This design comes from an exercise in tuning for small area, a short achievable clock period and few clock cycles on the open sky130 flow, not from production work.
RTL that was checked went through simulation tests only; none was proved equivalent to the original.
Power and IR drop assume default switching activity.

run A:
==> flow/design.v (excerpt) <==
module TPU (
	clk,
	rst_n,
	in_valid,
	K,
	M,
	N,
	busy,
	A_index,
	A_data_out,
	B_index,
	B_data_out,
	C_wr_en,
	C_index,
	C_data_in
);
Size in the first run: roughly 6100 cells after synthesis, roughly 270 I/O pins.
==> flow/config.mk <==
export PLATFORM = sky130hd
export DESIGN_NAME = TPU
export DESIGN_NICKNAME = TPU
export VERILOG_FILES = /design/flow/design.v
export SDC_FILE = /design/flow/constraint.sdc
export NUM_CORES = 4
export LEC_CHECK = 0
export CAP_MARGIN = 20
export CORE_MARGIN = 2
export CORE_UTILIZATION = 40
export CTS_CLUSTER_DIAMETER = 100
export CTS_CLUSTER_SIZE = 20
export SLEW_MARGIN = 20
export SYNTH_HIERARCHICAL = 1
export SYNTH_MINIMUM_KEEP_SIZE = 0
==> flow/constraint.sdc <==
create_clock -name core_clock -period 10.0 [get_ports {clk}]
set_input_delay 2.0000 -clock core_clock [delete_from_list [all_inputs] [get_ports {clk}]]
set_output_delay 2.0000 -clock core_clock [all_outputs]
set_load 0.01 [all_outputs]
standard.sh (not shown) runs the stock make flow with config.mk's settings and CLKGATE_MAP_FILE= SYNTH_SCRIPT=/design/flow/synth_recipe.tcl, a recipe that flattens the netlist after the stock synthesis.
==> flow/flow/run.sh <==
#!/bin/bash
set -euo pipefail
MARGIN=$(cat flow/margin.txt)
bash standard.sh SETUP_SLACK_MARGIN=$MARGIN finish > standard.log 2>&1
==> flow/flow/margin.txt <==
6.5
Testbench counts of run A, summed over its fixed seeds: cycles 19,071.
Changes in run B relative to run A:
==> flow/flow/run.sh <==
#!/bin/bash
set -euo pipefail
MARGIN=$(cat flow/margin.txt)
bash standard.sh SETUP_SLACK_MARGIN=$MARGIN \
  "BUFFER_PORTS_ARGS=-inputs -outputs -buffer_cell sky130_fd_sc_hd__buf_2" \
  finish > standard.log 2>&1
==> flow/flow/margin.txt <==
7.0
### Flow results
- Diff run A -> run B: non-clock buffer count saw an increase, cell total after placement held steady, clock power rose by about 2%.
- The number of cells upsized or downsized after cts of run B exceeds that of run A by 299.
- Lower wire length was reported by run A, not run B.
- Against run A, hold slack in run B came out better.
- Non-filler instance count after layout in run B is 3.7% higher than in run A
- Run B vs run A — final design area excluding fillers rose about 8%.
- Run A and run B ended up with roughly the same average footprint of a synthesized cell.
What run C does differently from run B at the input level:
==> flow/flow/margin.txt <==
6.65
==> comparison <==
Relative to run B, the detailed-routed wire length on met3 of run C is lower by 38%. Re fraction of area in multi-input gates: run B and run C aren't equal, and the lower value belongs to run B. Comparing run B and run C, required time of the worst setup path is lower on run B. Run C: no failed stages, no open violations at the end. met2 track utilization from global routing came out lower on run C than on run B. Run C: total inserted antenna cells lower than run B. Diff run B -> run C: initial antenna violation count dropped 1; post-route non-filler standard cell count dropped 290; total stage count of the critical path climbed 12; post-route fraction of the period consumed by the critical path climbed 0.79 points. Run C consumes less power than run B does.
diff inputs: run C => run D
Settings: swapping 40 for 50 in CORE_UTILIZATION.
==> flow/flow/margin.txt <==
6.8
==> comparison <==
- The flow did not stop early for run D: all stages ran, and the layout cleared the timing, DRC and antenna checks.
- In summary, run C completed successfully, with a layout that passed the timing, DRC and antenna checks.
- Between run D and run C, it is run D whose signed area change from the synthesized netlist to the final layout is higher, by 1.6 points.
- Run C has a lower count of clock-buffer cells in the layout than run D.
- From run C to run D the numbers moved as follows: pin count of the biggest net entering global routing has decreased, worst setup slack after layout saw an increase, number of buffer and inverter stages on the critical path saw an increase.
Relative to run D, the following input files were edited for run E:
Settings: CORE_UTILIZATION changed from 50 to 40.
Results
Run E ended up with a higher combinational power than run D did.
Run E ends up with a time the final worst path needs with I/O delays and setup that is 0.089 ns higher than in run D.
Per the comparison of run E with run D, quantity of gates resized following cts higher; proportion of power drawn by combinational gates saw an increase; final antenna diode count increased by 1 relative to the old numbers.
Fraction of area in multi-input gates: lower on run E
[compare] base=run D new=run E: count of sequential standard cells has remained practically unchanged; met1 wire length now sits higher.
Input changes introduced in run F (baseline for comparison: run E):
Settings: a change of CORE_UTILIZATION from 40 to 60.
[summary]
On power density of the placed cells, run F and run E are neck and neck. Compared run E against run F; portion of the clock cycle consumed by the worst path in the final layout within noise. As far as worst IR drop on VDD is concerned, run E and run F perform about the same. Run F: global-route usage 10 points above run E. | number of antenna diodes | run F vs run E | 1 lower |. [run F vs run E] final cell count: lower in run F.


TPU, a different RTL version from the one above (not shown whole).
For scale: about 6100 cells after synthesis.
==> flow/design.v (excerpt) <==
module TPU (
	clk,
	rst_n,
	in_valid,
	K,
	M,
	N,
	busy,
	A_index,
	A_data_out,
	B_index,
	B_data_out,
	C_wr_en,
	C_index,
	C_data_in
);
export LEC_CHECK = 0
export CAP_MARGIN = 20
export CORE_MARGIN = 2
export CORE_UTILIZATION = 40
export CTS_CLUSTER_DIAMETER = 100
export CTS_CLUSTER_SIZE = 20
export SLEW_MARGIN = 20
export SYNTH_HIERARCHICAL = 1
export SYNTH_MINIMUM_KEEP_SIZE = 0
create_clock -name core_clock -period 10.0 [get_ports {clk}]
==> flow/flow/run.sh <==
#!/bin/bash
set -euo pipefail
MARGIN=$(cat flow/margin.txt)
bash standard.sh SETUP_SLACK_MARGIN=$MARGIN \
  "BUFFER_PORTS_ARGS=-inputs -outputs -buffer_cell sky130_fd_sc_hd__buf_2" \
  finish > standard.log 2>&1
==> flow/flow/margin.txt <==
6.8
Edit:
==> flow/flow/margin.txt (replaced) <==
6.95
Outcome: The changed run passed the timing, DRC and antenna checks. Global-route usage rises by 0.14 points. Fmax rises by a few percent. Non-clock buffer count rises by 83. Power rises slightly. Cell area rises by a few percent. Cell count rises slightly. Synthesized cell count stays the same. Count of clock-buffer cells in the layout rises by 1. Sequential share of layout area falls by 0.75 points.
No run of this note included a check of the RTL's function; only the layout flow was run.


nickel:
TPU, a different RTL version from the one above (not shown whole).
For scale: ~66,000 sq um of cells after synthesis.
Settings: LEC_CHECK=0, CAP_MARGIN=20, CORE_MARGIN=2, CORE_UTILIZATION=50, CTS_CLUSTER_DIAMETER=100, CTS_CLUSTER_SIZE=20, SLEW_MARGIN=20, SYNTH_HIERARCHICAL=1, SYNTH_MINIMUM_KEEP_SIZE=0; clock period 10.0 ns.
==> flow/flow/margin.txt <==
6.9
Scripts as last shown in full above: flow/flow/run.sh
The flow did not stop early for nickel: all stages ran, and the layout cleared the timing, DRC and antenna checks.
Testbench counts of nickel, summed over its fixed seeds: cycles 19,071.
Inputs modified between nickel and amber:
==> flow/flow/margin.txt <==
6.6
Notes after the runs:
amber ends up with higher maximum fanout along the worst path than nickel does. Clock-pin slew on the worst setup and hold paths: nickel vs amber, no meaningful difference. Post-route worst setup slack for amber is lower than for nickel. On total chip power: amber sits below nickel. Lower layout overhead on the synthesized area among amber and nickel: amber. Compared with nickel, amber shows final instance area that has gone down by a few percent. Looking at depth of the most critical reg-to-reg path across amber and nickel, the one that comes out lower is nickel.


RTL: one of the versions met above, not the one the previous note started from.
For scale: roughly 6100 cells after synthesis, about 270 I/O pins.
## TPU
module TPU (
	clk,
	rst_n,
	in_valid,
	K,
	M,
	N,
	busy,
	A_index,
	A_data_out,
	B_index,
	B_data_out,
	C_wr_en,
	C_index,
	C_data_in
);
export LEC_CHECK = 0
export CAP_MARGIN = 20
export CORE_MARGIN = 2
export CORE_UTILIZATION = 40
export CTS_CLUSTER_DIAMETER = 100
export CTS_CLUSTER_SIZE = 20
export SLEW_MARGIN = 20
export SYNTH_HIERARCHICAL = 1
export SYNTH_MINIMUM_KEEP_SIZE = 0
export TNS_END_PERCENT = 50
create_clock -name core_clock -period 10.0 [get_ports {clk}]
==> flow/flow/margin.txt <==
6.9
Scripts as last shown in full above: flow/flow/run.sh
The first run went through all stages and came out clean.
Testbench counts at the start, summed over its fixed seeds: cycles 19,071.
==> next run, changes <==
--- a/flow/config.mk
+++ b/flow/config.mk
@@ -10 +10 @@
-export CORE_UTILIZATION = 40
+export CORE_UTILIZATION = 50
@@ -16 +15,0 @@
-export TNS_END_PERCENT = 50
Routed wire length goes up slightly.
Core utilization goes up by 11 points.
Critical path depth is unchanged.
Clock-buffer cell count goes up by 12.
Total power goes up slightly.
First-iteration DRC count goes up by roughly a tenth.
Fmax goes up slightly.

==> re-timing with driven ports <==
How much do the figures lean on ideal ports? The routed layouts below were timed once more, with nothing changed but the port constraints. Step 1 (the two cells are an assumption about what drives the block):
set clk [get_ports {clk}]
set_driving_cell -lib_cell sky130_fd_sc_hd__clkbuf_16 $clk
set_driving_cell -lib_cell sky130_fd_sc_hd__buf_2 [delete_from_list [all_inputs] $clk]
Step 2 moves the port delays by t, midway between the first and last clock arrival at a register: inputs arrive t later, outputs are due t later. That takes back most of the time a late clock gives input paths. a / b / c = ideal ports / drivers / drivers and shift; a / b = the first two.
run	t (ns)	setup slack, ns	latest minus earliest clock arrival (ns)	cell pins on the clock port's net
run A	0.779	6.547 / 6.465 / 6.090	0.048 / 0.048	1
run B	0.778	6.740 / 6.656 / 6.567	0.050 / 0.050	1
run C	0.776	6.661 / 6.623 / 6.661	0.041 / 0.040	1
run D	0.754	6.795 / 6.721 / 6.710	0.026 / 0.026	1
run E	0.802	6.706 / 6.625 / 6.631	0.060 / 0.060	1
run F	0.792	6.701 / 6.620 / 6.665	0.031 / 0.032	1
the first run of note 2	0.774	6.675 / 6.600 / 6.452	0.048 / 0.047	1
the second run of note 2	0.790	6.797 / 6.708 / 6.417	0.037 / 0.036	1
nickel	0.800	6.730 / 6.645 / 6.312	0.043 / 0.043	1
amber	0.788	6.665 / 6.585 / 6.195	0.029 / 0.029	1
the first run of note 4	0.794	6.711 / 6.626 / 6.692	0.054 / 0.054	1
the second run of note 4	0.780	6.773 / 6.690 / 6.608	0.040 / 0.040	1
After both steps every run listed still meets setup and hold. For amber, which loses most, drivers alone change the setup slack by -0.080 ns; drivers and shift together by -0.470 ns.
